This is an optimization exercise on Yosys and OpenROAD, whose aim is small area, not a production implementation. RTL that was checked went through simulation tests only; none was proved equivalent to the original. The RTL of run 3 was laid out without a check of its function. The clock cells of run 7 come from the design's own scripts or RTL, not from TritonCTS. The clock port is modelled as an ideal driver, which makes a skipped or thinned clock tree look cheaper than it is; a real chip needs a root buffer or a tree. Power and IR drop assume default switching activity.

==> design.v <==
module reel
(
    input [5:0] v_reel,
    output reg [3:0] symbol
);
localparam BLANK     = 4'd0;
localparam LIME      = 4'd1;
localparam ORANGE    = 4'd2;
localparam GRAPE     = 4'd3;
localparam BANANA    = 4'd4;
localparam BLUEBERRY = 4'd5;
localparam CHERRY    = 4'd6;
    always @(*)
    begin
        if (v_reel >= 3 && v_reel < 10)   
        begin
            symbol = LIME;
        end
        else if (v_reel >= 13 && v_reel < 18)   
        begin
            symbol = BANANA;
        end
        else if (v_reel >= 21 && v_reel < 26)   
        begin
            symbol = ORANGE;
        end
        else if (v_reel >= 29 && v_reel < 36)   
        begin
            symbol = GRAPE;
        end
        else if (v_reel >= 39 && v_reel < 45)   
        begin
            symbol = LIME;
        end
        else if (v_reel >= 48 && v_reel < 51)   
        begin
            symbol = BLUEBERRY;
        end
        else if (v_reel >= 54 && v_reel < 59)   
        begin
            symbol = ORANGE;
        end
        else if (v_reel == 63)   
        begin
            symbol = CHERRY;
        end
        else
        begin
            symbol = BLANK;
        end
    end
endmodule
module debouncer
(
    input clk,
    input rst_n,
    input signal_in,
    output reg deb_pulse_out
);
    reg sig_q;
    reg sig_qq;
    reg [12:0] clk_cnt;
    reg        busy;
    always @(posedge clk)
    begin
        if (!rst_n)
            {sig_qq, sig_q} <= 2'b00;
        else
            {sig_qq, sig_q} <= {sig_q, signal_in};
    end
    always @(posedge clk)
    begin
        deb_pulse_out <= 1'b0;
        if (!rst_n)
        begin
            clk_cnt <= 'b0;
            busy    <= 1'b0;
        end
        else
        if (!busy)
        begin
            if (!sig_qq & sig_q)   
            begin
                deb_pulse_out <= 1'b1;   
                busy <= 1'b1;   
            end
        end
        else 
        begin
            if (&clk_cnt)
            begin
                busy <= 1'b0;
            end
            clk_cnt <= clk_cnt + 1;
        end
    end
endmodule
`timescale 1ns / 1ps
module seven_seg_disp
(
    input        clk,
    input        rst_n,
    input [11:0] x,
    output reg [6:0] seg,
    output reg [2:0] an
);
    wire [2:0]  s;   
    reg  [2:0]  digit;
    wire [2:0]  aen;
    reg  [6:0]  clkdiv;
    assign s = clkdiv[6:4];
    assign aen = 3'b111;  
    always @(posedge clk)
    begin   
        case (s)
            0: digit = x[3:0];    
            1: digit = x[7:4];    
            2: digit = x[11:8];   
            default: digit = x[3:0];
        endcase
    end    
    always @(*)
    begin
        case (digit)
            0:   seg = 7'b1000000;
            1:   seg = 7'b1111001;
            2:   seg = 7'b0100100;
            3:   seg = 7'b0110000;
            4:   seg = 7'b0011001;
            5:   seg = 7'b0010010;
            6:   seg = 7'b0000010;
            7:   seg = 7'b1111000;
            8:   seg = 7'b0000000;
            9:   seg = 7'b0010000;
            default: seg = 7'b0000000; 
        endcase
    end
    always @(*)
    begin
        an = 3'b111;
        if (s < 3'd3 && aen[s[1:0]] == 1)
        begin
            an[s[1:0]] = 0;
        end
    end
    always @(posedge clk) 
    begin
        if (!rst_n)
            clkdiv <= 'b0;
        else
            clkdiv <= clkdiv + 1;
    end
endmodule
module sm_engine
(
    input clk,
    input rst_n,
    input lever,
    output reg        win,
    output reg        win_blink,
    output     [11:0] symbols
);
localparam BLANK     = 4'd0;
localparam LIME      = 4'd1;
localparam ORANGE    = 4'd2;
localparam GRAPE     = 4'd3;
localparam BANANA    = 4'd4;
localparam BLUEBERRY = 4'd5;
localparam CHERRY    = 4'd6;
    localparam  IDLE_st           = 8'b00000001;
    localparam  GET_SYMBOLS_st    = 8'b00000010;
    localparam  CALC_PAYOUT_st    = 8'b00000100;
    localparam  ANIMATION_st      = 8'b00001000;
    reg  [11:0] clk_cnt;
    reg         clk_cnt_rst;
    reg  [17:0] v_reel_rng;
    reg  [5:0]  v_reel [2:0];
    wire [3:0]  p_reel [2:0];
    wire [3:0]  symbol [2:0];
    reg  [15:0] balance;
    reg         update_bcd;
    wire [15:0] dat_bcd_o;
    wire        bcd_done;
    reg  [7:0]  state;
    always @(posedge clk)
    begin
        if (clk_cnt_rst)
        begin
            clk_cnt <= 'b0;
        end
        else
        begin
            clk_cnt <= clk_cnt + 1;
        end
    end
    always @(posedge clk)
    begin
        if (!rst_n)
            v_reel_rng <= 'b0;
        else
            v_reel_rng <= v_reel_rng + 1;
    end
    always @(posedge clk)
    begin
        if (!rst_n)
        begin
            {v_reel[2], v_reel[1], v_reel[0]} <= 'b0;
            clk_cnt_rst <= 1'b1;
            win         <= 1'b0;
            win_blink   <= 1'b0;
            state <= IDLE_st;
        end
        else
        begin
            clk_cnt_rst <= 1'b1;
            case (state)
                IDLE_st:
                begin
                    if (lever)
                    begin
                        win_blink <= 1'b0;
                        {v_reel[2], v_reel[1], v_reel[0]} <= v_reel_rng;
                        state <= GET_SYMBOLS_st;
                    end
                    else if (win)
                    begin
                        clk_cnt_rst <= 1'b0;
                        if (&clk_cnt)
                        begin
                            win_blink <= ~win_blink;
                        end
                    end
                end
                GET_SYMBOLS_st:   
                begin
                    state <= CALC_PAYOUT_st;
                end
                CALC_PAYOUT_st:
                begin
                    win <= ((symbol[0] == symbol[1]) && (symbol[0] == symbol[2]) && (symbol[0] != BLANK));
                    state <= ANIMATION_st;
                end
                ANIMATION_st:
                begin
                    clk_cnt_rst <= 1'b0;
                    if (&clk_cnt)
                    begin
                        state <= IDLE_st;
                    end
                end
                default:
                begin
                    state <= IDLE_st;
                end
            endcase
        end
    end
    reel reel0
    (
        .v_reel (v_reel[0]),
        .symbol (symbol[0])
    );
    reel reel1
    (
        .v_reel (v_reel[1]),
        .symbol (symbol[1])
    );
    reel reel2
    (
        .v_reel (v_reel[2]),
        .symbol (symbol[2])
    );
    assign symbols = {symbol[2], symbol[1], symbol[0]};
endmodule
`timescale 1ns / 1ps
module top
(
    input SYSCLK,
    input RST_N,
    input LEVER,
    output [6:0]  SEG, 
    output [2:0]  AN 
);
    wire clk;
    reg  rst_n;
    reg  rst_n_q1;
    wire lever_pulse;
    wire [15:0] balance;
    wire [11:0] symbols;
    reg         disp_bal_sym;
    wire [15:0] bal_bcd;
    wire [11:0] disp_data;
    wire        win;
    wire        win_blink;
    wire [2:0]  an_out;
    assign clk = SYSCLK;
    always @(posedge clk or negedge RST_N)
    begin
        if (!RST_N)
        begin
            {rst_n, rst_n_q1} <= 2'b0;
        end
        else
        begin
            {rst_n, rst_n_q1} <= {rst_n_q1, 1'b1};
        end
    end
    debouncer lever_debounce
    (
        .clk           (clk),
        .rst_n         (rst_n),
        .signal_in     (LEVER),
        .deb_pulse_out (lever_pulse)
    );
    sm_engine sm_engine
    (
        .clk        (clk),
        .rst_n      (rst_n),
        .lever      (lever_pulse),
        .win        (win),
        .win_blink  (win_blink),
        .symbols    (symbols)
    );
    seven_seg_disp seven_seg_disp
    (
        .clk (clk),
        .rst_n (rst_n),
        .x   (symbols),
        .seg (SEG),
        .an  (an_out)
    );
    assign AN = win_blink ? 3'b111 : an_out;
endmodule
localparam BLANK     = 4'd0;
localparam LIME      = 4'd1;
localparam ORANGE    = 4'd2;
localparam GRAPE     = 4'd3;
localparam BANANA    = 4'd4;
localparam BLUEBERRY = 4'd5;
localparam CHERRY    = 4'd6;
==> run.sh <==
#!/bin/bash
# synth_recipe.tcl (not shown) runs the flow's synth.tcl, then flattens the netlist and writes it again
# the make line also repeats each setting of config.mk as NAME=value (left out here)
make -C /OpenROAD-flow-scripts/flow DESIGN_CONFIG=/design/flow/config.mk WORK_HOME=/design/flow/orfs CLKGATE_MAP_FILE= SYNTH_SCRIPT=/design/flow/synth_recipe.tcl finish
==> config.mk <==
export PLATFORM = sky130hd
export DESIGN_NAME = top
export DESIGN_NICKNAME = top
export VERILOG_FILES = /design/flow/design.v
export SDC_FILE = /design/flow/constraint.sdc
export NUM_CORES = 4
export LEC_CHECK = 0
export CAP_MARGIN = 20
export CORE_MARGIN = 2
export CORE_UTILIZATION = 40
export SLEW_MARGIN = 20
==> constraint.sdc <==
create_clock -name core_clock -period 10.0 [get_ports {SYSCLK}]
set_input_delay 2.0000 -clock core_clock [delete_from_list [all_inputs] [get_ports {SYSCLK}]]
set_output_delay 2.0000 -clock core_clock [all_outputs]
set_load 0.01 [all_outputs]
==> results of run 1 <==
-- power by group --
| part | total [mW] | internal [mW] | switching (mW) |
|---|---|---|---|
| logic | 0.0159 | 0.00679 | 0.00910 |
| registers | 0.361 | 0.355 | 0.00582 |
| clock network | 0.231 | 0.103 | 0.127 |
-- layer usage --
metal | wire length (um) | global-route usage (%) | vias to the layer above
li1 | - | - | 1788
met1 | 4130 | 20.1 | 1608
met2 | 3830 | 25.0 | 46
met3 | 205 | 2.53 | 13
met4 | 211 | 7.88 | 0
met5 | 0 | 0 | -
-- synth_stat cells (6+ instances only) --
cell	number
and3_1	11
nor2b_1	6
buf_2	13
a21oi_1	22
nand2_1	30
ha_1	9
a22o_1	18
nor4b_1	7
dfxtp_1	86
nand4_1	19
o21ai_0	16
inv_1	8
xor2_1	22
clkbuf_1	13
and2_1	8
xnor2_1	13
nor3_1	11
nand3_1	19
nand2b_1	11
or3_1	10
nor2_1	56
-- kinds of logic after synthesis --
group	Yosys count	share of synthesized area, %
compound gates	103	17.8
xor+xnor	35	7.04
fa+ha+maj	9	2.59
buf+inv	39	4.08
flops	88	40.7
mux	4	0.948
other cells	1	0.0861
simple gates	215	26.8
-- worst max-delay path: cells and delay by family (launching register included) --
family | cells | cell delay (ns)
simple gates | 1 | 0.53
flops | 1 | 0.42
buf+inv | 1 | 0.49
-- worst paths after layout --
path / endpoint / slack [ns] / from / depth (start not counted)
worst max-delay path: AN[0] / 6.21 / seven_seg_disp.clkdiv[4] / 2
worst min-delay path: rst_n / 0.37 / rst_n_q1 / 0
worst max register to register: SEG[1] / 7.28 / sm_engine.v_reel[1][2] / 8
worst min register to register: rst_n / 0.37 / rst_n_q1 / 0
max in group asynchronous: rst_n_q1 / 8.10 / RST_N / 1
min in group asynchronous: rst_n / 1.79 / RST_N / 1
-- registers in the layout, indices dropped and copies added, names as in the netlist --
name and cells:
SEG 7, rst_n_q1 1, sm_engine.clk_cnt 12, sm_engine.v_reel_rng 18
lever_debounce.sig_qq 1, lever_debounce.clk_cnt 13, lever_debounce.sig_q 1, lever_debounce.deb_pulse_out 1
sm_engine.state 4, sm_engine.clk_cnt_rst 1, sm_engine.v_reel 18, rst_n 1
seven_seg_disp.clkdiv 7, sm_engine.win 1, sm_engine.win_blink 1, lever_debounce.busy 1
-- cell type report --
type | instances | area [um^2] | area share (%)
clock buffers | 11 | 151 | 3.22
clock inverters | 4 | 27.5 | 0.586
inverters | 9 | 33.8 | 0.719
multi-input cells | 367 | 2400 | 51.2
flip-flops and latches | 88 | 1770 | 37.7
well taps | 140 | 175 | 3.73
repair buffers | 14 | 135 | 2.88
-- through the flow --
stage	instances	worst slack (ns)	total power, mW	hold slack (ns)
final	633	6.21	0.607	0.366
after global routing	633	6.13	0.632	0.382
after CTS	633	6.20	0.615	0.372
after detailed placement	618	6.60	0.385	0.342
after global placement	618	6.61	0.385	0.340
after floorplan	494	6.95	0.380	0.331
==> key figures, run 1 <==
Synth
  – Top FF cell, synth: dfxtp_1
  – Synth Warn #: 7
  – Avg Synthesized Cell Area: 8.81 um^2
  – Mapped Nets: 506
  – Post-synth top area share: 39.5%
  – Sequential-to-total area share from yosys stat: 40.7%
  – Fraction of registers with async set/reset: 2.27%
  – Mapped cell area: 0.00435 mm^2
  – Syn Inst Count: 494
  – Biggest area consumer among synthesized cells: dfxtp_1
  – Unique masters post-synth: 75
  – Post-synth EDFFs: 0
  – Synth area leaders: dfxtp_1 40%, nor2_1 4.8%, xor2_1 4.4%
  – #FFs+latches synth: 88

Route
  – Vias: 3,455
  – Number of remaining DRC errors: 0
  – First DRT Iteration DRCs: 312
  – Vias/cell: 5.46
  – Per-cell routed wire length: 13.2 um
  – DRT Pass-1 Iters: 4
  – Final wirelength: 8380 um
  – Post-route ant nets: 0

Timing
  – Relative slew slack: 56.8%
  – Slew of the pin with the lowest slew margin: 0.640 ns
  – Final Cycle Share: 37.9%
  – Final setup vio count: 0
  – Final worst path period need: 3.79 ns
  – Hold Vio Cnt, Final: 0
  – Clock Skews: 0.0102 ns
  – Final-report max-slew violation count: 0
  – RSZ-0062 raised after global routing: false
  – Highest Clock Rate: 264 MHz
  – TNS Setup: 0 ns

Critical path
  – Crit-path slowest cell: or4_1
  – Crit-path max cell delay: 0.53 ns
  – Arrival @ worst endpoint: 1.79 ns
  – Required @ worst endpoint: 8.00 ns
  – Crit. End Element: output port
  – Worst path cell trace: or4_1 -> clkdlybuf4s50_1
  – Kind of critical path: flip-flop to output port
  – CP startpoint kind: flip-flop
  – Critical-path maximum fanout: 12

GRT
  – Grt ovf: 0
  – Gr usage total: 15.5%
  – First-pass GRT wire length: 14,500 um
  – Vias in the first global route: 3,117
  – Initial antenna violation count: 0
  – Largest net degree at the start of global routing: 39

Run status
  – Status: timing/DRC/antenna clean

Job
  – Maxcap violations: 0

CTS
  – Skew-Pair Late Insertion Delay: 0.36 ns
  – Postcts setup bufs: 0
  – CTS tree: done
  – CTS sink cnt: 88
  – CTS Hold Bufs: 0
  – Num CTS Buffers: 9
  – Clk slew on worst S/H paths: 0.08 ns
  – Root Driver: clkbuf_8
  – PostCTS Resize Cnt: 0
  – CTS H-tree depth: 3
  – CTS max path bufs: 2

Layout
  – Final core occ: 43.7%
  – Most frequent cells in the layout: 86 x dfxtp_1, 56 x nor2_1, 30 x nand2_1
  – Layout cell share with drive strength beyond 1: 6.29%
  – Most common cell after layout, fill and taps aside: dfxtp_1
  – Fin nets: 501
  – Fill cells: 1,057
  – Layout Cell Area excl Fill: 0.00470 mm^2
  – Antenna cells: 0
  – Area Growth Syn to Fin: 7.93%

Floorplan
  – Total core area: 0.0107 mm^2
  – Die Wd: 108 um
  – Top Ports: 13
  – DIE HEIGHT: 108 um
  – Starting Density: 40.5%
  – Rows: 38
  – Die area: 0.0117 mm^2

Placement
  – Gpl congestion: 0.793
  – DPL Wire Length: 5800 um
  – Post-place instance area: 0.00452 mm^2
  – Port bufs: 12

Power
  – PwrDens: 129 mW/mm^2
  – P_leak: 1.60 nW
  – Worst VDD drop: 0.0505 mV

Hold path
  – HP Class: flip-flop to flip-flop
==> run 2: changes to the inputs <==
==> design.v (replaced) <==
module reel
(
    input      [5:0] v_reel,
    output reg [2:0] symbol
);
    always @(*)
    begin
        if      (v_reel >=  3 && v_reel <= 9)  symbol = 3'd1;   
        else if (v_reel >= 13 && v_reel <= 17) symbol = 3'd4;   
        else if (v_reel >= 21 && v_reel <= 25) symbol = 3'd2;   
        else if (v_reel >= 29 && v_reel <= 35) symbol = 3'd3;   
        else if (v_reel >= 39 && v_reel <= 44) symbol = 3'd1;   
        else if (v_reel >= 48 && v_reel <= 50) symbol = 3'd5;   
        else if (v_reel >= 54 && v_reel <= 58) symbol = 3'd2;   
        else if (v_reel == 63)                 symbol = 3'd6;   
        else                                   symbol = 3'd0;   
    end
endmodule
module top
(
    input        SYSCLK,
    input        RST_N,
    input        LEVER,
    output [6:0] SEG,
    output [2:0] AN
);
    reg  rst_n, rst_n_q1;
    always @(posedge SYSCLK or negedge RST_N)
        if (!RST_N) {rst_n, rst_n_q1} <= 2'b00;
        else        {rst_n, rst_n_q1} <= {rst_n_q1, 1'b1};
    reg  sig_q, sig_qq;
    reg  pulse;
    reg  busy;
    reg  [17:0] rng;
    wire [17:0] rng_inc = rng + 18'd1;
    reg  [12:0] v;           
    reg  [2:0]  sym2_q;      
    reg         blink;
    reg         prev_match;  
    reg  [2:0]  digit;
    wire [2:0] sym0, sym1, sym2_new;
    reel reel0 (.v_reel(v[5:0]),        .symbol(sym0));
    reel reel1 (.v_reel(v[11:6]),       .symbol(sym1));
    reel reel2 (.v_reel(rng[17:12]),    .symbol(sym2_new));
    wire win = (sym0 == sym1) && (sym0 == sym2_q) && (sym0 != 3'd0);
    wire low_eq  = (rng_inc[1:0] == v[1:0]);
    wire mid_eq  = (rng_inc[11:2] == v[11:2]);
    wire lock_end = low_eq & mid_eq & (rng_inc[12] == v[12]) & !pulse;
    wire blink_ev = low_eq & prev_match;
    wire edge_in = sig_q & !sig_qq;
    always @(posedge SYSCLK)
    begin
        sig_q  <= rst_n & LEVER;
        sig_qq <= sig_q;
        pulse  <= !busy & edge_in;
        if (!rst_n)
            busy <= 1'b0;
        else if (!busy)
            busy <= edge_in;
        else if (lock_end)
            busy <= 1'b0;
        if (!rst_n) rng <= 18'd0;
        else        rng <= rng_inc;
        if (rng_inc[1:0] == 2'd3)
            prev_match <= mid_eq;
        if (!rst_n)
        begin
            v      <= 13'd0;
            sym2_q <= 3'd0;
            blink  <= 1'b0;
        end
        else if (pulse)
        begin
            v      <= rng[12:0];
            sym2_q <= sym2_new;
            blink  <= 1'b0;
        end
        else if (!busy && win && blink_ev)
            blink <= !blink;
        case (rng[6:4])
            3'd1:    digit <= sym1;
            3'd2:    digit <= sym2_q;
            default: digit <= sym0;
        endcase
    end
    reg [6:0] seg;
    always @(*)
        case (digit)
            3'd0:    seg = 7'b1000000;
            3'd1:    seg = 7'b1111001;
            3'd2:    seg = 7'b0100100;
            3'd3:    seg = 7'b0110000;
            3'd4:    seg = 7'b0011001;
            3'd5:    seg = 7'b0010010;
            default: seg = 7'b0000010;
        endcase
    assign SEG = seg;
    assign AN  = blink           ? 3'b111 :
                 rng[6:4] == 3'd0 ? 3'b110 :
                 rng[6:4] == 3'd1 ? 3'b101 :
                 rng[6:4] == 3'd2 ? 3'b011 : 3'b111;
endmodule
localparam BLANK     = 4'd0;
localparam LIME      = 4'd1;
localparam ORANGE    = 4'd2;
localparam GRAPE     = 4'd3;
localparam BANANA    = 4'd4;
localparam BLUEBERRY = 4'd5;
localparam CHERRY    = 4'd6;
==> run 2 against run 1 <==
Cell area decreased by 37%. Wire length is 35% lower. Still clean. Largest cell class unchanged. Combinational power shrank 6%. Sequential power down 47%. Clock skew decreased by 0.0013 ns. Clock power shrank 48%.
==> key figures, run 2 <==
Synth
  – Synth top cells by count: 42 x dfxtp_1, 29 x nor2b_1, 27 x nor2_1, 20 x clkbuf_1, 18 x nand2_1
  – Most common cell in the synthesized netlist: dfxtp_1
  – #FFs+latches synth: 45
  – Biggest area consumer among synthesized cells: dfxtp_1
  – Mapped cell area: 0.00278 mm^2
  – Avg Synthesized Cell Area: 8.14 um^2
  – Post-synth EDFFs: 1
  – Mapped Nets: 347
  – Fraction of registers with async set/reset: 4.44%
  – Synth area leaders: dfxtp_1 30%, nor2b_1 6.5%, xnor2_1 5.4%
  – Sequential-to-total area share from yosys stat: 33.1%
  – Unique masters post-synth: 61
  – Syn Inst Count: 342
  – Top FF cell, synth: dfxtp_1
  – Synth Warn #: 2
  – Post-synth top area share: 30.2%

Critical path
  – Worst R2R Path Depth: 7
  – Kind of critical path: flip-flop to output port
  – Critical-path maximum fanout: 10
  – Crit. End Element: output port
  – CP startpoint kind: flip-flop
  – Arrival @ worst endpoint: 1.81 ns
  – Required @ worst endpoint: 8.00 ns
  – Worst Setup SP: rng[5]
  – Critical R2R Launch: v[5]
  – R2R Setup Slk: 7.44 ns

CTS
  – Num CTS Buffers: 5
  – PostCTS Resize Cnt: 0
  – CTS tree: done
  – Clk slew on worst S/H paths: 0.09 ns
  – CTS Hold Bufs: 0
  – Skew-Pair Late Insertion Delay: 0.30 ns
  – CTS max path bufs: 2
  – CTS H-tree depth: 2
  – Postcts setup bufs: 0
  – Root Driver: clkbuf_8
  – CTS sink cnt: 45

Route
  – Per-cell routed wire length: 13.3 um
  – Post-route ant nets: 0
  – First DRT Iteration DRCs: 171
  – Number of remaining DRC errors: 0
  – Vias/cell: 5.47
  – Final wirelength: 5470 um
  – DRT Pass-1 Iters: 4
  – Vias: 2,247

Timing
  – Relative slew slack: 36.5%
  – Final Cycle Share: 38.1%
  – Final-report max-slew violation count: 0
  – Hold Vio Cnt, Final: 0
  – Final setup vio count: 0
  – Setup WS post-layout: 6.19 ns
  – Final worst path period need: 3.81 ns
  – Hold slack final: 0.358 ns
  – RSZ-0062 raised after global routing: false
  – Slew of the pin with the lowest slew margin: 0.953 ns
  – TNS Setup: 0 ns
  – Clock Skews: 0.00891 ns
  – Highest Clock Rate: 263 MHz

Power
  – Tot Pwr: 0.325 mW
  – Worst VDD drop: 0.0946 mV
  – P_leak: 0.982 nW
  – PwrDens: 110 mW/mm^2

Placement
  – Post-place instance area: 0.00286 mm^2
  – Inst Count DP: 403
  – Port bufs: 12
  – Gpl congestion: 0.798
  – Placement Setup Slack: 6.54 ns
  – DPL Wire Length: 3810 um

Layout
  – Final Non-Filler Cells: 411
  – Most frequent cells in the layout: 42 x dfxtp_1, 29 x nor2b_1, 27 x nor2_1
  – Area Growth Syn to Fin: 6.38%
  – Layout Cell Area excl Fill: 0.00296 mm^2
  – Fin nets: 335
  – Max reg flops: 18
  – Most common cell after layout, fill and taps aside: dfxtp_1
  – Antenna cells: 0
  – Fill cells: 671
  – Top reg by flops: rng
  – Final core occ: 43.8%
  – Layout cell share with drive strength beyond 1: 5.14%

Floorplan
  – DIE HEIGHT: 87.4 um
  – Die Wd: 87.4 um
  – Rows: 30
  – Die area: 0.00764 mm^2
  – Top Ports: 13
  – Total core area: 0.00676 mm^2
  – Starting Density: 41.2%

GRT
  – Largest net degree at the start of global routing: 39
  – Initial antenna violation count: 0
  – First-pass GRT wire length: 9650 um
  – Grt ovf: 0
  – Gr usage total: 15.7%
  – Vias in the first global route: 2,031

Run status
  – Status: timing/DRC/antenna clean

Hold path
  – Hold Path Cell Cnt: 0
  – HP Class: flip-flop to flip-flop
  – Hold Startpoint: sig_q

Job
  – Maxcap violations: 0
run 2: cell types whose count changed after synthesis, moves of 8 or more:
cell      change
nand4_1      -14
nand2_1      -12
a22o_1       -18
nor2b_1      +23
nor2_1       -29
nand2b_1      -8
dfxtp_1      -44
xor2_1       -12
mux2i_1      +11
buf_2        -10
run 2: final timing paths:
path | end
max | AN[2]
min | sig_qq
max reg2reg | blink
min reg2reg | sig_qq
max in group asynchronous | rst_n
min in group asynchronous | rst_n_q1
run 2: routing by layer:
layer | GRT usage [%] | wire length, um
met5 | 0 | 0
met1 | 22.1 | 2740
met2 | 24.7 | 2480
met4 | 3.78 | 61
met3 | 3.03 | 190
run 2: logic make-up after synthesis:
group	share of synthesized area, %
fa+ha+maj	0.899
xor+xnor	9.31
flops	33.1
buf+inv	6.61
other cells	0.135
compound gates	15.6
mux	5.04
simple gates	29.4
run 2: area by class of cell:
type                            count  area, um^2  area share [%]
Clock buffer                        6        82.6            2.79
Clock inverter                      2        13.8           0.465
Inverter                           12        45.0            1.52
Multi-Input combinational cell    254        1680            56.7
Sequential cell                    45         921            31.1
Tap cell                           80         100            3.38
Timing Repair Buffer               12         120            4.06
run 2: power breakdown:
part           internal [mW]  switching, mW  leakage [nW]
Sequential             0.183        0.00719         0.372
Clock                 0.0561         0.0638        0.0512
Combinational        0.00928        0.00562         0.560
Total                  0.249         0.0766         0.982
run 2: critical path, stage by stage (launching register included):
cell,delay [ns]
dfxtp_1,0.50
inv_1,0.17
nor2_1,0.26
nand2_1,0.09
clkdlybuf4s50_1,0.49
==> run 3: changes to the inputs <==
--- a/design.v
+++ b/design.v
@@ -33,16 +33,18 @@
     reg  busy;
     reg  [17:0] rng;
     wire [17:0] rng_inc = rng + 18'd1;
-    reg  [12:0] v;           
-    reg  [2:0]  sym2_q;      
+    reg  [17:0] v;
     reg         blink;
     reg         prev_match;  
     reg  [2:0]  digit;
-    wire [2:0] sym0, sym1, sym2_new;
-    reel reel0 (.v_reel(v[5:0]),        .symbol(sym0));
-    reel reel1 (.v_reel(v[11:6]),       .symbol(sym1));
-    reel reel2 (.v_reel(rng[17:12]),    .symbol(sym2_new));
-    wire win = (sym0 == sym1) && (sym0 == sym2_q) && (sym0 != 3'd0);
+    reg         eq01;        
+    reg         win;
+    wire [2:0] s = rng[6:4];
+    wire [5:0] sel = (s == 3'd1) ? v[11:6] :
+                     (s == 3'd2) ? v[17:12] : v[5:0];
+    wire [2:0] sym;
+    reel reel_dec (.v_reel(sel), .symbol(sym));
+    wire same = (digit == sym);
     wire low_eq  = (rng_inc[1:0] == v[1:0]);
     wire mid_eq  = (rng_inc[11:2] == v[11:2]);
     wire lock_end = low_eq & mid_eq & (rng_inc[12] == v[12]) & !pulse;
@@ -63,25 +65,19 @@
         else        rng <= rng_inc;
         if (rng_inc[1:0] == 2'd3)
             prev_match <= mid_eq;
-        if (!rst_n)
-        begin
-            v      <= 13'd0;
-            sym2_q <= 3'd0;
-            blink  <= 1'b0;
-        end
-        else if (pulse)
-        begin
-            v      <= rng[12:0];
-            sym2_q <= sym2_new;
-            blink  <= 1'b0;
-        end
+        if (pulse || !rst_n)
+            v <= rng;
+        if (pulse || !rst_n)
+            blink <= 1'b0;
         else if (!busy && win && blink_ev)
             blink <= !blink;
-        case (rng[6:4])
-            3'd1:    digit <= sym1;
-            3'd2:    digit <= sym2_q;
-            default: digit <= sym0;
-        endcase
+        digit <= sym;
+        if (rng[6:0] == 7'd16)
+            eq01 <= same;
+        if (!rst_n)
+            win <= 1'b0;
+        else if (rng[6:0] == 7'd32)
+            win <= eq01 & same & (sym != 3'd0);
     end
     reg [6:0] seg;
     always @(*)
@@ -95,7 +91,7 @@
             default: seg = 7'b0000010;
         endcase
     assign SEG = seg;
-    assign AN  = blink           ? 3'b111 :
+    assign AN  = blink            ? 3'b111 :
                  rng[6:4] == 3'd0 ? 3'b110 :
                  rng[6:4] == 3'd1 ? 3'b101 :
                  rng[6:4] == 3'd2 ? 3'b011 : 3'b111;
==> run 3 against run 2 <==
Clock-buffer cell count grew 1. Clock skew shrank 0.0068 ns. Via count shrank 20%. Register-to-register slack lost 0.38 ns. Area after synthesis shrank 11%. Non-clock buffer count is the same. Core utilization grew 2.3 points. Sequential share of layout area grew 12 points. Cell count shrank 18%. Fmax shrank 6.9%. Synthesized cell count shrank 27%. Critical path type unchanged. Largest power group unchanged. Highest routed layer unchanged.
==> key figures, run 3 <==
Timing
  – TNS Setup: 0 ns
  – Clock Skews: 0.00207 ns
  – Relative slew slack: 36.7%
  – Final setup vio count: 0
  – Hold Vio Cnt, Final: 0
  – Final-report max-slew violation count: 0
  – Hold slack final: 0.355 ns
  – Slew of the pin with the lowest slew margin: 0.950 ns
  – Final Cycle Share: 40.9%
  – Highest Clock Rate: 244 MHz
  – Final worst path period need: 4.09 ns
  – RSZ-0062 raised after global routing: false

Synth
  – Post-synth EDFFs: 20
  – Fraction of registers with async set/reset: 4.08%
  – Mapped Nets: 256
  – Unique masters post-synth: 57
  – Post-synth top area share: 24.3%
  – Sequential-to-total area share from yosys stat: 48.3%
  – Biggest area consumer among synthesized cells: edfxtp_1
  – #FFs+latches synth: 49
  – Synth Warn #: 2
  – Synth area leaders: edfxtp_1 24%, dfxtp_1 22%, xnor2_1 5.7%
  – Synth top cells by count: 35 x nor2_1, 27 x dfxtp_1, 20 x edfxtp_1, 16 x xnor2_1, 14 x xor2_1
  – Syn Inst Count: 250
  – Most common cell in the synthesized netlist: nor2_1
  – Avg Synthesized Cell Area: 9.87 um^2
  – Mapped cell area: 0.00247 mm^2
  – Top FF cell, synth: dfxtp_1

Job
  – Maxcap violations: 0

Critical path
  – Crit-path slowest cell: dfxtp_1
  – Crit-path max cell delay: 0.71 ns
  – CP startpoint kind: flip-flop
  – Crit. End Element: output port
  – Crit-path leading delay family: flip-flops
  – Critical-path maximum fanout: 17
  – Kind of critical path: flip-flop to output port
  – Worst path cell trace: nand2b_1 -> or3_1 -> clkdlybuf4s50_1
  – Required @ worst endpoint: 8.00 ns
  – WP buf/inv: 1
  – Arrival @ worst endpoint: 2.09 ns

Floorplan
  – Top Ports: 13
  – Starting Density: 41.4%
  – DIE HEIGHT: 82.5 um
  – Total core area: 0.00596 mm^2
  – Die Wd: 82.5 um
  – Rows: 28
  – Die area: 0.00681 mm^2

CTS
  – Root Driver: clkbuf_8
  – CTS H-tree depth: 2
  – Num CTS Buffers: 5
  – CTS sink cnt: 49
  – PostCTS Resize Cnt: 0
  – CTS max path bufs: 2
  – CTS tree: done
  – CTS Hold Bufs: 0
  – Postcts setup bufs: 0
  – Skew-Pair Late Insertion Delay: 0.30 ns
  – Clk slew on worst S/H paths: 0.09 ns

GRT
  – First-pass GRT wire length: 8050 um
  – Grt ovf: 0
  – Gr usage total: 15.6%
  – Initial antenna violation count: 0
  – Vias in the first global route: 1,701
  – Largest net degree at the start of global routing: 20

Power
  – Tot Pwr: 0.414 mW
  – Worst VDD drop: 0.0639 mV
  – PwrDens: 151 mW/mm^2
  – P_leak: 0.954 nW

Route
  – Post-route ant nets: 0
  – Vias: 1,795
  – Per-cell routed wire length: 14.2 um
  – Vias/cell: 5.36
  – First DRT Iteration DRCs: 89
  – DRT Pass-1 Iters: 4
  – Number of remaining DRC errors: 0
  – Final wirelength: 4760 um

Layout
  – Antenna cells: 0
  – Final core occ: 46.1%
  – Most common cell after layout, fill and taps aside: nor2_1
  – Layout cell share with drive strength beyond 1: 7.69%
  – Fin nets: 265
  – Area Growth Syn to Fin: 11.3%
  – Most frequent cells in the layout: 35 x nor2_1, 27 x dfxtp_1, 20 x edfxtp_1

Placement
  – DPL Wire Length: 3460 um
  – Port bufs: 12
  – Gpl congestion: 0.801

Run status
  – Status: timing/DRC/antenna clean

Hold path
  – HP Class: flip-flop to flip-flop
==> run 3: area by class of cell <==
type	count	area [um^2]
clock inverter	1	6.26
multi-input combinational	182	1190
sequential	49	1190
inverter	9	33.8
fill	589	3210
tap	75	93.8
clock buffer	7	108
timing repair buffer	12	120
==> run 3: metrics by stage <==
| stage | instance area [um^2] | std cells | setup WS, ns |
|---|---|---|---|
| global placement | 2630 | 327 | 6.31 |
| finish | 2750 | 335 | 5.91 |
| detailed placement | 2630 | 327 | 6.26 |
| floorplan | 2470 | 250 | 6.91 |
| CTS | 2750 | 335 | 5.92 |
| global route | 2750 | 335 | 5.78 |
==> run 3: power breakdown <==
part           internal [mW]  leakage (nW)  switching [mW]  total [mW]
clock network         0.0715        0.0599          0.0663       0.138
registers              0.217         0.451         0.00898       0.226
logic                 0.0244         0.442          0.0257      0.0502
total                  0.313         0.954           0.101       0.414
==> run 3: worst paths after layout <==
kind / from / endpoint / slack (ns) / cells past startpoint
max: rng[4] / AN[1] / 5.91 / 3
max in group asynchronous: RST_N / rst_n / 8.03 / 1
min reg2reg: sig_q / sig_qq / 0.35 / 0
min: sig_q / sig_qq / 0.35 / 0
max reg2reg: rng[4] / eq01 / 7.06 / 8
min in group asynchronous: RST_N / rst_n_q1 / 1.85 / 1
==> run 3: layer usage <==
| metal | GRT usage [%] | vias to the layer above | share of wire [%] |
|---|---|---|---|
| met5 | 0 | - | 0 |
| met3 | 2.61 | 7 | 4.4 |
| met2 | 25.1 | 44 | 45 |
| met1 | 21.4 | 837 | 49 |
| li1 | - | 907 | - |
| met4 | 4.92 | 0 | 1.4 |
==> run 3: cell families after synthesis <==
logic type / share of synthesized area, %
compound gates: 12.4
xor+xnor: 11.3
fa+ha+maj: 1.52
buf+inv: 3.40
flops: 48.3
other cells: 0.152
simple gates: 23.0
==> run 4: changes to the inputs <==
--- a/design.v
+++ b/design.v
@@ -37,8 +37,7 @@
     reg         blink;
     reg         prev_match;  
     reg  [2:0]  digit;
-    reg         eq01;        
-    reg         win;
+    reg         win;         
     wire [2:0] s = rng[6:4];
     wire [5:0] sel = (s == 3'd1) ? v[11:6] :
                      (s == 3'd2) ? v[17:12] : v[5:0];
@@ -72,12 +71,14 @@
         else if (!busy && win && blink_ev)
             blink <= !blink;
         digit <= sym;
-        if (rng[6:0] == 7'd16)
-            eq01 <= same;
         if (!rst_n)
             win <= 1'b0;
+        else if (pulse)
+            win <= 1'b1;
+        else if (rng[6:0] == 7'd16)
+            win <= win & same;
         else if (rng[6:0] == 7'd32)
-            win <= eq01 & same & (sym != 3'd0);
+            win <= win & same & (sym != 3'd0);
     end
     reg [6:0] seg;
     always @(*)
--- a/config.mk
+++ b/config.mk
@@ -7,5 +7,5 @@
 export LEC_CHECK = 0
 export CAP_MARGIN = 20
 export CORE_MARGIN = 2
-export CORE_UTILIZATION = 40
+export CORE_UTILIZATION = 65
 export SLEW_MARGIN = 20
==> run 4 against run 3 <==
Sequential share of layout area up 1.2 points. Core utilization up 26 points. Largest cell class is now sequential cells. Flip-flop and latch count down 1. Combinational power down 9.6%. Still clean on timing, DRC and antenna. Non-clock buffer count unchanged. Global-route usage up 8.2 points.
==> key figures, run 4 <==
Layout
  – Layout Cell Area excl Fill: 0.00260 mm^2
  – Area of the multi-input gates: 0.00116 mm^2
  – Reg area: 0.00116 mm^2
  – Most common cell after layout, fill and taps aside: dfxtp_1
  – Most frequent cells in the layout: 27 x dfxtp_1, 20 x xnor2_1, 19 x edfxtp_1
  – Layout cell share with drive strength beyond 1: 8.09%
  – Fin nets: 240
  – Antenna cells: 0
  – Area Growth Syn to Fin: 9.12%
  – Fill cells: 266
  – Final Non-Filler Cells: 283

Hold path
  – Hold Path Sink: sig_qq
  – Hold Startpoint: sig_q
  – HP Class: flip-flop to flip-flop
  – Hold Path Cell Cnt: 0

Timing
  – TNS Setup: 0 ns
  – Final setup vio count: 0
  – Hold slack final: 0.352 ns
  – Final-report max-slew violation count: 0
  – Final Cycle Share: 38.4%
  – Clock Skews: 0.00790 ns
  – Highest Clock Rate: 260 MHz
  – Relative slew slack: 37.5%
  – Hold Vio Cnt, Final: 0
  – Final worst path period need: 3.84 ns
  – RSZ-0062 raised after global routing: false
  – Slew of the pin with the lowest slew margin: 0.937 ns
  – Setup WS post-layout: 6.16 ns

Placement
  – Inst Count DP: 275
  – Port bufs: 12
  – Gpl congestion: 0.848
  – Placement Setup Slack: 6.47 ns
  – Post-place instance area: 0.00251 mm^2
  – DPL Wire Length: 3250 um

CTS
  – CTS max path bufs: 2
  – PostCTS Resize Cnt: 0
  – Root Driver: clkbuf_8
  – Skew-Pair Late Insertion Delay: 0.30 ns
  – CTS sink cnt: 48
  – Num CTS Buffers: 5
  – CTS H-tree depth: 2
  – Clk slew on worst S/H paths: 0.08 ns
  – CTS Hold Bufs: 0
  – Postcts setup bufs: 0
  – CTS tree: done

Synth
  – Sequential-to-total area share from yosys stat: 48.7%
  – Unique masters post-synth: 43
  – Post-synth top area share: 23.9%
  – Biggest area consumer among synthesized cells: edfxtp_1
  – Mapped Nets: 229
  – Syn Inst Count: 223
  – Synth top cells by count: 27 x dfxtp_1, 20 x xnor2_1, 19 x edfxtp_1, 15 x xor2_1, 13 x nor2_1
  – Avg Synthesized Cell Area: 10.7 um^2
  – Post-synth EDFFs: 19
  – #FFs+latches synth: 48
  – Synth area leaders: edfxtp_1 24%, dfxtp_1 23%, xnor2_1 7.3%
  – Synth Warn #: 2
  – Most common cell in the synthesized netlist: dfxtp_1
  – Mapped cell area: 0.00239 mm^2
  – Top FF cell, synth: dfxtp_1
  – Fraction of registers with async set/reset: 4.17%

Run status
  – Status: timing/DRC/antenna clean

Critical path
  – Crit. End Element: output port
  – Worst path cell trace: nor3_1 -> nand2_1 -> clkdlybuf4s50_1
  – Worst R2R Path Depth: 9
  – Crit-path slowest cell: dfxtp_1
  – WP buf/inv: 1
  – Crit-path max cell delay: 0.76 ns
  – Kind of critical path: flip-flop to output port
  – R2R Setup Slk: 7.34 ns
  – Reg-to-Reg End: win
  – Critical R2R Launch: rng[4]
  – Critical-path maximum fanout: 16
  – Required @ worst endpoint: 8.00 ns
  – CP startpoint kind: flip-flop
  – Crit-path leading delay family: flip-flops
  – Arrival @ worst endpoint: 1.84 ns

Route
  – DRT Pass-1 Iters: 5
  – Number of remaining DRC errors: 0
  – First DRT Iteration DRCs: 164
  – Post-route ant nets: 0
  – Final wirelength: 4530 um
  – Vias: 1,676
  – Vias/cell: 5.92
  – Per-cell routed wire length: 16.0 um

Job
  – Maxcap violations: 0

GRT
  – Grt ovf: 0
  – First-pass GRT wire length: 7360 um
  – Gr usage total: 23.8%
  – Initial antenna violation count: 0
  – Vias in the first global route: 1,558
  – Largest net degree at the start of global routing: 23

Power
  – PwrDens: 148 mW/mm^2
  – P_leak: 0.912 nW
  – Worst VDD drop: 0.116 mV

Floorplan
  – DIE HEIGHT: 64.6 um
  – Starting Density: 66.2%
  – Top Ports: 13
  – Die Wd: 64.6 um
  – Die area: 0.00417 mm^2
  – Rows: 22
  – Total core area: 0.00361 mm^2
run 4: cell types whose count changed in the layout (fill, tap and decap cells not counted), moves of 5 or more:
cell and delta:
nor2_1 -22, nor2b_1 +10, and2_1 +8, inv_1 -5
nand3_1 +5, nor4_1 -5
run 4: how the worst max path moves through the flow:
stage	cells after the start	slack (ns)	endpoint	from
global route	3	6.03	AN[1]	rng[6]
global placement	3	6.53	AN[1]	rng[6]
CTS	3	6.14	AN[0]	rng[6]
finish	3	6.16	AN[0]	rng[6]
floorplan	4	6.97	AN[2]	rng[4]
detailed placement	3	6.47	AN[0]	rng[6]
run 4: area by class of cell:
type	count	area share (%)
clock inverters	1	0.288
flip-flops and latches	48	44.6
clock buffers	7	3.32
well taps	48	2.31
inverters	3	0.432
repair buffers	12	4.61
multi-input cells	164	44.4
run 4: where the power goes:
group | switching [mW] | total [mW] | internal [mW]
combinational | 0.0223 | 0.0454 | 0.0231
clock | 0.0618 | 0.118 | 0.0562
sequential | 0.00974 | 0.222 | 0.212
run 4: cells by family after synthesis:
kind of cell               after synthesis  share of synthesized area (%)
buffers and inverters                   11                           2.83
and+or+nand+nor                         88                           21.5
adders and majority gates                3                           1.57
xor gates and xnor gates                35                           12.8
other                                    1                          0.157
DFF                                     48                           48.7
AOI/OAI and AO/OA                       36                           12.0
muxes                                    1                          0.472
run 4: worst register-to-register path, delay by kind of cell (launching register included):
kind | cells | cell delay [ns]
AND/OR/NAND/NOR | 4 | 0.89
AO/OA/AOI/OAI | 4 | 0.78
flip-flops | 1 | 0.55
multiplexers | 1 | 0.32
run 4: metrics by stage:
stage | util [%] | power [mW]
after floorplan | - | 0.255
after global placement | 69.6 | 0.269
after detailed placement | 69.6 | 0.272
after CTS | 72.2 | 0.389
after global routing | 72.2 | 0.402
final | 72.2 | 0.386
run 4: routing by layer:
metal  GRT usage [%]  vias up  wire length (um)
met4            12.5        0               117
met5               0        -                 0
li1                -      811                 -
met1            33.6      810              2180
met2            34.4       45              2050
met3            5.21       10               179
==> run 5: changes to the inputs <==
--- a/config.mk
+++ b/config.mk
@@ -7,5 +7,5 @@
 export LEC_CHECK = 0
 export CAP_MARGIN = 20
 export CORE_MARGIN = 2
-export CORE_UTILIZATION = 65
+export CORE_UTILIZATION = 40
 export SLEW_MARGIN = 20
==> run 5 against run 4 <==
Flip-flop and latch count unchanged. Via count decreased by 5.4%. Critical path depth unchanged. Area after synthesis unchanged. Highest routed layer unchanged.
==> key figures, run 5 <==
Synth
  – Most common cell in the synthesized netlist: dfxtp_1
  – Unique masters post-synth: 43
  – Top FF cell, synth: dfxtp_1
  – Synth top cells by count: 27 x dfxtp_1, 20 x xnor2_1, 19 x edfxtp_1, 15 x xor2_1, 13 x nor2_1
  – #FFs+latches synth: 48
  – Fraction of registers with async set/reset: 4.17%
  – Syn Inst Count: 223
  – Synth Warn #: 2
  – Biggest area consumer among synthesized cells: edfxtp_1
  – Sequential-to-total area share from yosys stat: 48.7%
  – Mapped cell area: 0.00239 mm^2
  – Avg Synthesized Cell Area: 10.7 um^2
  – Post-synth top area share: 23.9%
  – Post-synth EDFFs: 19
  – Mapped Nets: 229
  – Synth area leaders: edfxtp_1 24%, dfxtp_1 23%, xnor2_1 7.3%

CTS
  – CTS H-tree depth: 2
  – Postcts setup bufs: 0
  – PostCTS Resize Cnt: 0
  – Clk slew on worst S/H paths: 0.08 ns
  – CTS tree: done
  – Num CTS Buffers: 5
  – CTS max path bufs: 2
  – Skew-Pair Late Insertion Delay: 0.30 ns
  – CTS Hold Bufs: 0
  – CTS sink cnt: 48
  – Root Driver: clkbuf_8

Hold path
  – Hold Startpoint: sig_q
  – HP Class: flip-flop to flip-flop

Floorplan
  – Top Ports: 13
  – Rows: 28
  – Die Wd: 81.2 um
  – Starting Density: 40.8%
  – Total core area: 0.00585 mm^2
  – DIE HEIGHT: 81.2 um
  – Die area: 0.00660 mm^2

Layout
  – Fill cells: 567
  – Reg area: 0.00116 mm^2
  – Layout cell share with drive strength beyond 1: 7.66%
  – Antenna cells: 0
  – Fin nets: 240
  – Most frequent cells in the layout: 27 x dfxtp_1, 20 x xnor2_1, 19 x edfxtp_1
  – Area of the multi-input gates: 0.00116 mm^2
  – Area Growth Syn to Fin: 10.1%
  – Most common cell after layout, fill and taps aside: dfxtp_1

Timing
  – Slew of the pin with the lowest slew margin: 0.933 ns
  – RSZ-0062 raised after global routing: false
  – Final-report max-slew violation count: 0
  – Final setup vio count: 0
  – Setup WS post-layout: 6.19 ns
  – Final Cycle Share: 38.1%
  – Final worst path period need: 3.81 ns
  – Highest Clock Rate: 262 MHz
  – Clock Skews: 0.00803 ns
  – Relative slew slack: 37.8%
  – TNS Setup: 0 ns
  – Hold Vio Cnt, Final: 0

Run status
  – Status: timing/DRC/antenna clean

Placement
  – DPL Wire Length: 3160 um
  – Gpl congestion: 0.770
  – Placement Setup Slack: 6.50 ns
  – Port bufs: 12

GRT
  – Vias in the first global route: 1,458
  – Largest net degree at the start of global routing: 23
  – First-pass GRT wire length: 7190 um
  – Initial antenna violation count: 0
  – Gr usage total: 14.7%
  – Grt ovf: 0

Route
  – Vias: 1,585
  – Post-route ant nets: 0
  – Per-cell routed wire length: 14.4 um
  – DRT Pass-1 Iters: 4
  – Final wirelength: 4460 um
  – Number of remaining DRC errors: 0
  – First DRT Iteration DRCs: 100
  – Vias/cell: 5.11

Critical path
  – Crit. End Element: output port
  – CP startpoint kind: flip-flop
  – Kind of critical path: flip-flop to output port
  – Worst Setup SP: rng[6]
  – Required @ worst endpoint: 8.00 ns
  – Critical-path maximum fanout: 16
  – Critical R2R Launch: rng[0]
  – Arrival @ worst endpoint: 1.81 ns

Power
  – Worst VDD drop: 0.0888 mV
  – P_leak: 0.907 nW
  – PwrDens: 144 mW/mm^2
  – Tot Pwr: 0.378 mW

Job
  – Maxcap violations: 0
## run 5: worst max-delay path, cell delays in order (launching register included)
cell and delay [ns]:
dfxtp_1 0.75, nor3_1 0.14, nand2_1 0.10, clkdlybuf4s50_1 0.53
## run 5: cell type report
class | count | area share, %
clock buffer | 6 | 2.76
clock inverter | 2 | 0.429
inverter | 3 | 0.429
multi-input combinational | 164 | 44.0
sequential | 48 | 44.2
tap | 75 | 3.57
timing repair buffer | 12 | 4.57
## run 5: kinds of logic after synthesis
| family | count (synthesis) | synth area share, % |
|---|---|---|
| other | 1 | 0.157 |
| buffers and inverters | 11 | 2.83 |
| and+or+nand+nor | 88 | 21.5 |
| adders and majority gates | 3 | 1.57 |
| DFF | 48 | 48.7 |
| xor gates and xnor gates | 35 | 12.8 |
| muxes | 1 | 0.472 |
| AOI/OAI and AO/OA | 36 | 12.0 |
## run 5: layer usage
layer | wire, um | up-vias | global-route usage [%]
met2 | 2040 | 24 | 24.0
met5 | 0 | - | 0
li1 | - | 812 | -
met3 | 130 | 5 | 3.33
met4 | 45 | 0 | 4.58
met1 | 2240 | 744 | 19.5
## run 5: power by group
group | total [mW] | internal [mW] | switching (mW) | leakage (nW)
sequential | 0.222 | 0.212 | 0.00973 | 0.442
combinational | 0.0444 | 0.0231 | 0.0213 | 0.425
clock | 0.111 | 0.0486 | 0.0626 | 0.0388
total | 0.378 | 0.284 | 0.0936 | 0.907
## run 5: path summary, 6_finish.rpt
check | end | slack (ns) | cells after the start
max | AN[1] | 6.19 | 3
min | sig_qq | 0.35 | 0
max reg2reg | busy | 7.37 | 10
min reg2reg | sig_qq | 0.35 | 0
max in group asynchronous | rst_n | 8.03 | 1
min in group asynchronous | rst_n_q1 | 1.86 | 1
## run 5: through the flow
stage               area, um^2  hold WS, ns  utilization, %  instances
floorplan                 2390        0.323               -        223
detailed placement        2540        0.337            43.5        302
global placement          2540        0.330            43.5        302
finish                    2630        0.350            44.9        310
CTS                       2630        0.351            44.9        310
global route              2630        0.360            44.9        310
==> run 6: changes to the inputs <==
==> flow/run.sh (new file) <==
#!/bin/bash
# Own layout flow: the standard synthesis, then the combinational logic
# between the registers is mapped again by ABC for area (the registers, their
# names and cell types are left exactly as the standard synthesis made them),
# then the standard layout steps with single-drive port buffers.
set -euo pipefail
W=$PWD
R=$W/orfs/results/$FLOW_PLATFORM/top/base
LIB=$FLOW_HOME/platforms/$FLOW_PLATFORM/lib/sky130_fd_sc_hd__tt_025C_1v80.lib

# 1. standard synthesis
bash standard.sh synth > $W/std_synth.log 2>&1
cp $R/1_2_yosys.v $W/std_netlist.v

# 2. area re-mapping of the combinational logic
sed -e "s#@LIB@#$LIB#g" -e "s#@ABC@#$W/flow/area.abc#g" \
    -e "s#@IN@#$W/std_netlist.v#g" -e "s#@OUT@#$W/remapped.v#g" \
    $W/flow/remap.ys > $W/remap_run.ys
yosys -q -s $W/remap_run.ys -l $W/remap.log > /dev/null
cp $W/remapped.v $R/1_2_yosys.v
bash standard.sh do-1_synth > $W/remap_synth_odb.log 2>&1

# 3. the rest of the standard layout
bash standard.sh "BUFFER_PORTS_ARGS=-buffer_cell sky130_fd_sc_hd__buf_1" \
    "CTS_ARGS=-sink_clustering_enable -repair_clock_nets -dont_use_dummy_load" finish > $W/layout.log 2>&1
==> flow/area.abc (new file) <==
strash
&get -n
&st
&dch
&nf -R 1000
&st
&dch
&nf -R 1000
&st
&dch
&nf -R 1000
&put
topo
==> flow/remap.ys (new file) <==
# Cell functions for the combinational cells; registers and tie cells stay
# black boxes, so their instances, names and cell types pass through untouched.
read_liberty -ignore_miss_func @LIB@
blackbox sky130_fd_sc_hd__df* sky130_fd_sc_hd__edf* sky130_fd_sc_hd__sdf* sky130_fd_sc_hd__dl* sky130_fd_sc_hd__conb_1
read_verilog @IN@
hierarchy -top top
flatten
hierarchy -top top
techmap
opt -purge
abc -liberty @LIB@ -dont_use sky130_fd_sc_hd__probe_p_8 -dont_use sky130_fd_sc_hd__probec_p_8 -dont_use sky130_fd_sc_hd__lpflow_* -script @ABC@
opt_clean -purge
insbuf -buf sky130_fd_sc_hd__buf_1 A X
rename -hide w:*.*
opt_clean -purge
stat -liberty @LIB@
write_verilog -noattr -noexpr -nohex -nodec @OUT@
==> standard.sh (new file) <==
#!/bin/bash
# synth_recipe.tcl (not shown) runs the flow's synth.tcl, then flattens the netlist and writes it again
# the make line also repeats each setting of config.mk as NAME=value (left out here)
make -C /OpenROAD-flow-scripts/flow DESIGN_CONFIG=/design/flow/config.mk WORK_HOME=/design/flow/orfs CLKGATE_MAP_FILE= SYNTH_SCRIPT=/design/flow/synth_recipe.tcl "${@:-finish}"
removed: run.sh
==> run 6 against run 5 <==
Critical path depth unchanged. Clock skew up 0.012 ns. Clock-buffer cell count down 1. Largest cell class unchanged. Power down 5.4%. Still clean on timing, DRC and antenna. Die area down 13%. Hold slack better by 0.0084 ns. Flip-flop and latch count unchanged. Non-clock buffer count unchanged. Fmax up 7.6%. Area after synthesis down 13%. Cell count down 7.4%. Combinational power down 24%.
==> key figures, run 6 <==
Critical path
  – CP startpoint kind: flip-flop
  – Arrival @ worst endpoint: 1.54 ns
  – Kind of critical path: flip-flop to output port
  – Critical-path maximum fanout: 10
  – Crit. End Element: output port
  – Critical R2R Launch: rng[4]
  – Worst Setup SP: rng[4]
  – Required @ worst endpoint: 8.00 ns

GRT
  – Initial antenna violation count: 0
  – First-pass GRT wire length: 6580 um
  – Vias in the first global route: 1,356
  – Largest net degree at the start of global routing: 20
  – Gr usage total: 15.8%
  – Grt ovf: 0

CTS
  – Postcts setup bufs: 0
  – CTS tree: done
  – Num CTS Buffers: 5
  – PostCTS Resize Cnt: 0
  – CTS sink cnt: 48
  – CTS Hold Bufs: 0
  – CTS H-tree depth: 2
  – Skew-Pair Late Insertion Delay: 0.30 ns
  – Root Driver: clkbuf_8
  – Clk slew on worst S/H paths: 0.09 ns
  – CTS max path bufs: 2

Synth
  – Avg Synthesized Cell Area: 10.3 um^2
  – Mapped Nets: 204
  – Mapped cell area: 0.00207 mm^2
  – Syn Inst Count: 201
  – Synth Warn #: 2

Route
  – Post-route ant nets: 0
  – Per-cell routed wire length: 13.9 um
  – Vias/cell: 5.26
  – Vias: 1,509
  – First DRT Iteration DRCs: 82
  – Number of remaining DRC errors: 0
  – Final wirelength: 3980 um
  – DRT Pass-1 Iters: 4

Timing
  – Highest Clock Rate: 282 MHz
  – Final worst path period need: 3.54 ns
  – Setup WS post-layout: 6.46 ns
  – Hold Vio Cnt, Final: 0
  – Relative slew slack: 35.1%
  – Clock Skews: 0.0203 ns
  – RSZ-0062 raised after global routing: false
  – Final setup vio count: 0
  – Final-report max-slew violation count: 0
  – Final Cycle Share: 35.4%
  – Slew of the pin with the lowest slew margin: 0.973 ns
  – TNS Setup: 0 ns

Floorplan
  – Rows: 26
  – Die area: 0.00576 mm^2
  – Die Wd: 75.9 um
  – Starting Density: 41.0%
  – Top Ports: 13
  – DIE HEIGHT: 75.9 um
  – Total core area: 0.00504 mm^2

Layout
  – Fin nets: 222
  – Antenna cells: 0
  – Most frequent cells in the layout: 28 x nor2_1, 27 x dfxtp_1, 19 x edfxtp_1
  – Most common cell after layout, fill and taps aside: nor2_1
  – Area Growth Syn to Fin: 9.56%
  – Layout cell share with drive strength beyond 1: 2.30%

Hold path
  – Hold Startpoint: rst_n_q1
  – HP Class: flip-flop to flip-flop

Power
  – Worst VDD drop: 0.0684 mV
  – PwrDens: 158 mW/mm^2
  – P_leak: 0.775 nW

Placement
  – Placement Setup Slack: 6.78 ns
  – DPL Wire Length: 2880 um
  – Port bufs: 12
  – Gpl congestion: 0.777

Run status
  – Status: timing/DRC/antenna clean

Job
  – Maxcap violations: 0
run 6: final cells by class:
class | instances | area (um^2)
Multi-Input combinational cell | 147 | 883
Inverter | 5 | 18.8
Timing Repair Buffer | 12 | 45.0
Sequential cell | 48 | 1160
Tap cell | 70 | 87.6
Fill cell | 511 | 2780
Clock buffer | 5 | 68.8
run 6: report_power, final:
| group | total [mW] | switching (mW) | internal (mW) |
|---|---|---|---|
| clock | 0.103 | 0.0575 | 0.0452 |
| sequential | 0.221 | 0.00836 | 0.212 |
| combinational | 0.0337 | 0.0204 | 0.0133 |
| total | 0.357 | 0.0863 | 0.271 |
run 6: per-layer routing:
metal	track usage, %	part of all wire (%)	vias up
li1	-	-	765
met1	21.0	49	703
met2	23.9	44	31
met3	4.10	3.5	10
met4	7.80	3.2	0
met5	0	0	-
run 6: stage by stage:
step                power, mW  cells  hold WS [ns]  util (%)  cell area, um^2
global placement        0.259    282         0.335      43.5             2200
floorplan               0.248    201         0.323         -             2070
detailed placement      0.259    282         0.342      43.5             2200
global route            0.373    287         0.364      44.9             2260
CTS                     0.361    287         0.361      44.9             2260
finish                  0.357    287         0.358      44.9             2260
run 6: critical path, cell delays in order (launching register included):
cell and delay, ns:
dfxtp_1 0.48, nand2b_1 0.28, or3_1 0.37, buf_1 0.13
run 6: path summary, 6_finish.rpt:
path / slack [ns] / to / cells after the start
max: 6.46 / AN[1] / 3
min: 0.36 / rst_n / 0
max reg2reg: 6.90 / win / 10
min reg2reg: 0.36 / rst_n / 0
max in group asynchronous: 8.42 / rst_n / 1
min in group asynchronous: 1.46 / rst_n_q1 / 1
==> run 7: changes to the inputs <==
--- a/flow/run.sh
+++ b/flow/run.sh
@@ -20,6 +20,10 @@
 cp $W/remapped.v $R/1_2_yosys.v
 bash standard.sh do-1_synth > $W/remap_synth_odb.log 2>&1
 
-# 3. the rest of the standard layout
+# 3. the rest of the standard layout, with single-drive port buffers and,
+#    after CTS, the clock tree replaced by a few leaf buffers (post_cts.tcl)
 bash standard.sh "BUFFER_PORTS_ARGS=-buffer_cell sky130_fd_sc_hd__buf_1" \
-    "CTS_ARGS=-sink_clustering_enable -repair_clock_nets -dont_use_dummy_load" finish > $W/layout.log 2>&1
+    "CTS_ARGS=-sink_clustering_enable -repair_clock_nets -dont_use_dummy_load" \
+    "POST_CTS_TCL=$W/flow/post_cts.tcl" \
+    "CLK_LEAF_BUF=sky130_fd_sc_hd__clkbuf_8" "CLK_LEAF_COUNT=3" \
+    finish > $W/layout.log 2>&1
==> flow/area.abc (replaced) <==
strash
&get -n
&deepsyn -T 60
&st
&dch -f
&nf -R 1000
&st
&dch -f
&nf -R 1000
&put
topo
==> flow/post_cts.tcl (new file) <==
# Replace the clock tree that CTS built by a few clock buffers, each driven
# straight from the clock port and driving one cluster of nearby flip-flops
# (the design has fewer than 50 flip-flops). All sinks see one buffer stage.
set master [[ord::get_db] findMaster $::env(CLK_LEAF_BUF)]
set nclus $::env(CLK_LEAF_COUNT)
set block [ord::get_db_block]
set port_net [[$block findBTerm SYSCLK] getNet]

set ::sinks {}
set ::tree {}
proc walk {net} {
  foreach it [$net getITerms] {
    if {[$it isOutputSignal]} { continue }
    set inst [$it getInst]
    set mname [[$inst getMaster] getName]
    if {[regexp {__(clkbuf|clkinv|bufinv)} $mname]} {
      lappend ::tree $inst
      foreach o [$inst getITerms] {
        if {[$o isOutputSignal] && [$o getNet] ne "NULL"} { walk [$o getNet] }
      }
    } else {
      lappend ::sinks $it
    }
  }
}
walk $port_net
set sinks $::sinks
set tree $::tree
puts "clock leaves: [llength $sinks] sinks, [llength $tree] tree cells removed, $nclus leaf buffers"

# sink coordinates
set pts {}
foreach it $sinks {
  set b [[$it getInst] getBBox]
  lappend pts [list [expr {([$b xMin] + [$b xMax]) / 2.0}] [expr {([$b yMin] + [$b yMax]) / 2.0}]]
}
# k-means, started from sinks spread along x
set order [lsort -real -index 0 $pts]
set cents {}
for {set k 0} {$k < $nclus} {incr k} {
  lappend cents [lindex $order [expr {int(($k + 0.5) * [llength $order] / $nclus)}]]
}
for {set iter 0} {$iter < 50} {incr iter} {
  set assign {}
  foreach p $pts {
    set best 0; set bd 1e30
    for {set k 0} {$k < $nclus} {incr k} {
      set c [lindex $cents $k]
      set d [expr {abs([lindex $p 0] - [lindex $c 0]) + abs([lindex $p 1] - [lindex $c 1])}]
      if {$d < $bd} { set bd $d; set best $k }
    }
    lappend assign $best
  }
  set new {}
  for {set k 0} {$k < $nclus} {incr k} {
    set sx 0; set sy 0; set n 0
    foreach p $pts a $assign { if {$a == $k} { set sx [expr {$sx + [lindex $p 0]}]; set sy [expr {$sy + [lindex $p 1]}]; incr n } }
    if {$n > 0} { lappend new [list [expr {$sx / $n}] [expr {$sy / $n}]] } else { lappend new [lindex $cents $k] }
  }
  set cents $new
}

set old_nets {}
foreach inst $tree {
  foreach o [$inst getITerms] {
    if {[$o isOutputSignal] && [$o getNet] ne "NULL"} { lappend old_nets [$o getNet] }
  }
}
foreach it $sinks { $it disconnect }
foreach inst $tree { odb::dbInst_destroy $inst }
foreach n [lsort -unique $old_nets] { odb::dbNet_destroy $n }

for {set k 0} {$k < $nclus} {incr k} {
  set net [odb::dbNet_create $block clknet_leaf_$k]
  $net setSigType CLOCK
  set buf [odb::dbInst_create $block $master clkbuf_leaf_$k]
  [$buf findITerm A] connect $port_net
  [$buf findITerm X] connect $net
  foreach it $sinks a $assign { if {$a == $k} { $it connect $net } }
  set c [lindex $cents $k]
  $buf setLocation [expr {int([lindex $c 0])}] [expr {int([lindex $c 1])}]
  $buf setPlacementStatus PLACED
}

detailed_placement
check_placement -verbose
estimate_parasitics -placement
report_clock_skew
==> run 7 against run 6 <==
Still clean. Register-to-register slack lost 0.61 ns. Core utilization grew 0.76 points. Clock skew grew 0.015 ns. Flip-flop and latch count is the same. Fmax shrank 4.4%. Critical path depth grew 1. Cell count shrank 1.4%. Sequential power is essentially flat. Area after synthesis shrank 2.3%.
==> key figures, run 7 <==
Run status
  – Status: timing/DRC/antenna clean

Timing
  – Highest Clock Rate: 270 MHz
  – Hold Vio Cnt, Final: 0
  – Setup WS post-layout: 6.29 ns
  – Final-report max-slew violation count: 0
  – Final Cycle Share: 37.1%
  – Final worst path period need: 3.71 ns
  – Relative slew slack: 36.0%
  – Final setup vio count: 0
  – Clock Skews: 0.0350 ns
  – TNS Setup: 0 ns
  – RSZ-0062 raised after global routing: false
  – Slew of the pin with the lowest slew margin: 0.959 ns

Critical path
  – Worst path cell trace: clkinv_1 -> nor3_1 -> nand2b_1 -> buf_1
  – Reg-to-Reg End: win
  – Critical-path maximum fanout: 9
  – Crit-path max cell delay: 0.77 ns
  – Worst R2R Path Depth: 15
  – Required @ worst endpoint: 8.00 ns
  – Kind of critical path: flip-flop to output port
  – R2R Setup Slk: 6.29 ns
  – CP startpoint kind: flip-flop
  – Critical R2R Launch: rng[4]
  – Arrival @ worst endpoint: 1.71 ns
  – Crit. End Element: output port
  – Crit-path leading delay family: simple AND/OR/NAND/NOR gates
  – WP buf/inv: 2
  – Crit-path slowest cell: nor3_1

Layout
  – Most common cell after layout, fill and taps aside: nor2_1
  – Antenna cells: 0
  – Reg area: 0.00116 mm^2
  – Fin nets: 221
  – Area Growth Syn to Fin: 8.24%
  – Fill cells: 480
  – Most frequent cells in the layout: 38 x nor2_1, 27 x dfxtp_1, 19 x edfxtp_1
  – Layout cell share with drive strength beyond 1: 1.39%
  – Area of the multi-input gates: 832 um^2

CTS
  – Clk slew on worst S/H paths: 0.12 ns
  – Skew-Pair Late Insertion Delay: 0.17 ns
  – CTS sink cnt: 48

Synth
  – Mapped Nets: 205
  – Syn Inst Count: 202
  – Avg Synthesized Cell Area: 10.0 um^2
  – Mapped cell area: 0.00202 mm^2
  – Synth Warn #: 2

Route
  – First DRT Iteration DRCs: 62
  – Post-route ant nets: 0
  – Vias/cell: 5.09
  – Number of remaining DRC errors: 0
  – Final wirelength: 3830 um
  – Vias: 1,441
  – DRT Pass-1 Iters: 4
  – Per-cell routed wire length: 13.5 um

Hold path
  – Hold Startpoint: sig_q
  – Hold Path Sink: sig_qq
  – Hold Path Cell Cnt: 0
  – HP Class: flip-flop to flip-flop

GRT
  – Initial antenna violation count: 0
  – Vias in the first global route: 1,360
  – Grt ovf: 0
  – First-pass GRT wire length: 6400 um
  – Largest net degree at the start of global routing: 21
  – Gr usage total: 15.0%

Floorplan
  – Starting Density: 42.2%
  – Top Ports: 13
  – DIE HEIGHT: 75.1 um
  – Die area: 0.00563 mm^2
  – Total core area: 0.00479 mm^2
  – Rows: 25
  – Die Wd: 75.1 um

Power
  – Worst VDD drop: 0.0731 mV
  – PwrDens: 149 mW/mm^2
  – P_leak: 0.804 nW
  – Tot Pwr: 0.326 mW

Placement
  – Placement Setup Slack: 6.31 ns
  – Port bufs: 12
  – Gpl congestion: 0.828
  – DPL Wire Length: 2850 um

Job
  – Maxcap violations: 0
## run 7: changes by cell type in the layout (fill, tap and decap cells not counted), moves of 3 or more
cell / before / now
nor3_1: 9 / 3
o22a_1: 9 / 0
xnor2_1: 12 / 9
o21ai_0: 8 / 11
or3_1: 4 / 0
nor2_1: 28 / 38
## run 7: worst max path at each step
stage	startpoint	to	cells past startpoint
floorplan	rng[4]	AN[1]	3
global placement	rng[4]	win	15
detailed placement	rng[4]	win	15
global route	rng[4]	win	15
finish	rng[4]	AN[1]	4
## run 7: final cells by class
class | count | share of cell area (%)
plain buffers | 3 | 1.89
well taps | 67 | 3.84
flip-flops and latches | 48 | 53.1
inverters | 6 | 1.03
repair buffers | 12 | 2.06
multi-input cells | 147 | 38.1
## run 7: through the flow
step                util, %  instances  area [um^2]  hold slack, ns
floorplan                 -        202         2020           0.323
global placement       44.8        280         2140           0.333
detailed placement     44.8        280         2140           0.337
global route           45.7        283         2190           0.377
finish                 45.7        283         2190           0.363
## run 7: power breakdown
part	switching, mW	internal [mW]
sequential	0.00801	0.212
combinational	0.0198	0.0119
clock	0.0467	0.0278
## run 7: routing by layer
metal	GRT usage [%]	share of wire [%]	vias up
met4	2.98	0	0
met2	24.3	46	28
met5	0	0	-
met3	3.61	4.3	0
met1	20.7	49	665
li1	-	-	748

## port drivers added, routing unchanged
The results above use ideal ports. As a check the final layouts listed here were re-extracted and re-timed, cells and wires unchanged. Step 1 assumes that a clkbuf_16 drives the clock port and a buf_2 every other input. Step 2 moves the port delays by t, midway between the first and last clock arrival at a register: inputs arrive t later, outputs are due t later. That takes back most of the time a late clock gives input paths. Slacks: ideal / step 1 / step 2; pairs: ideal / step 1.
run	shift t [ns]	setup WS [ns]	worst setup path at the end	slew at the worst register clock pin (ns)	cell pins on the clock port's net
run 1	0.391	6.208 / 6.174 / 6.565	register to output	0.09 / 0.09	1
run 2	0.320	6.191 / 6.165 / 6.484	register to output	0.09 / 0.09	1
run 3	0.327	5.909 / 5.884 / 6.211	register to output	0.09 / 0.09	1
run 4	0.327	6.158 / 6.127 / 6.454	register to output	0.09 / 0.09	1
run 5	0.319	6.187 / 6.160 / 6.479	register to output	0.09 / 0.09	1
run 6	0.321	6.457 / 6.431 / 6.752	register to output	0.09 / 0.09	1
run 7	0.199	6.295 / 6.249 / 6.305	register to register	0.12 / 0.12	3
After both steps every run listed still meets setup and hold.
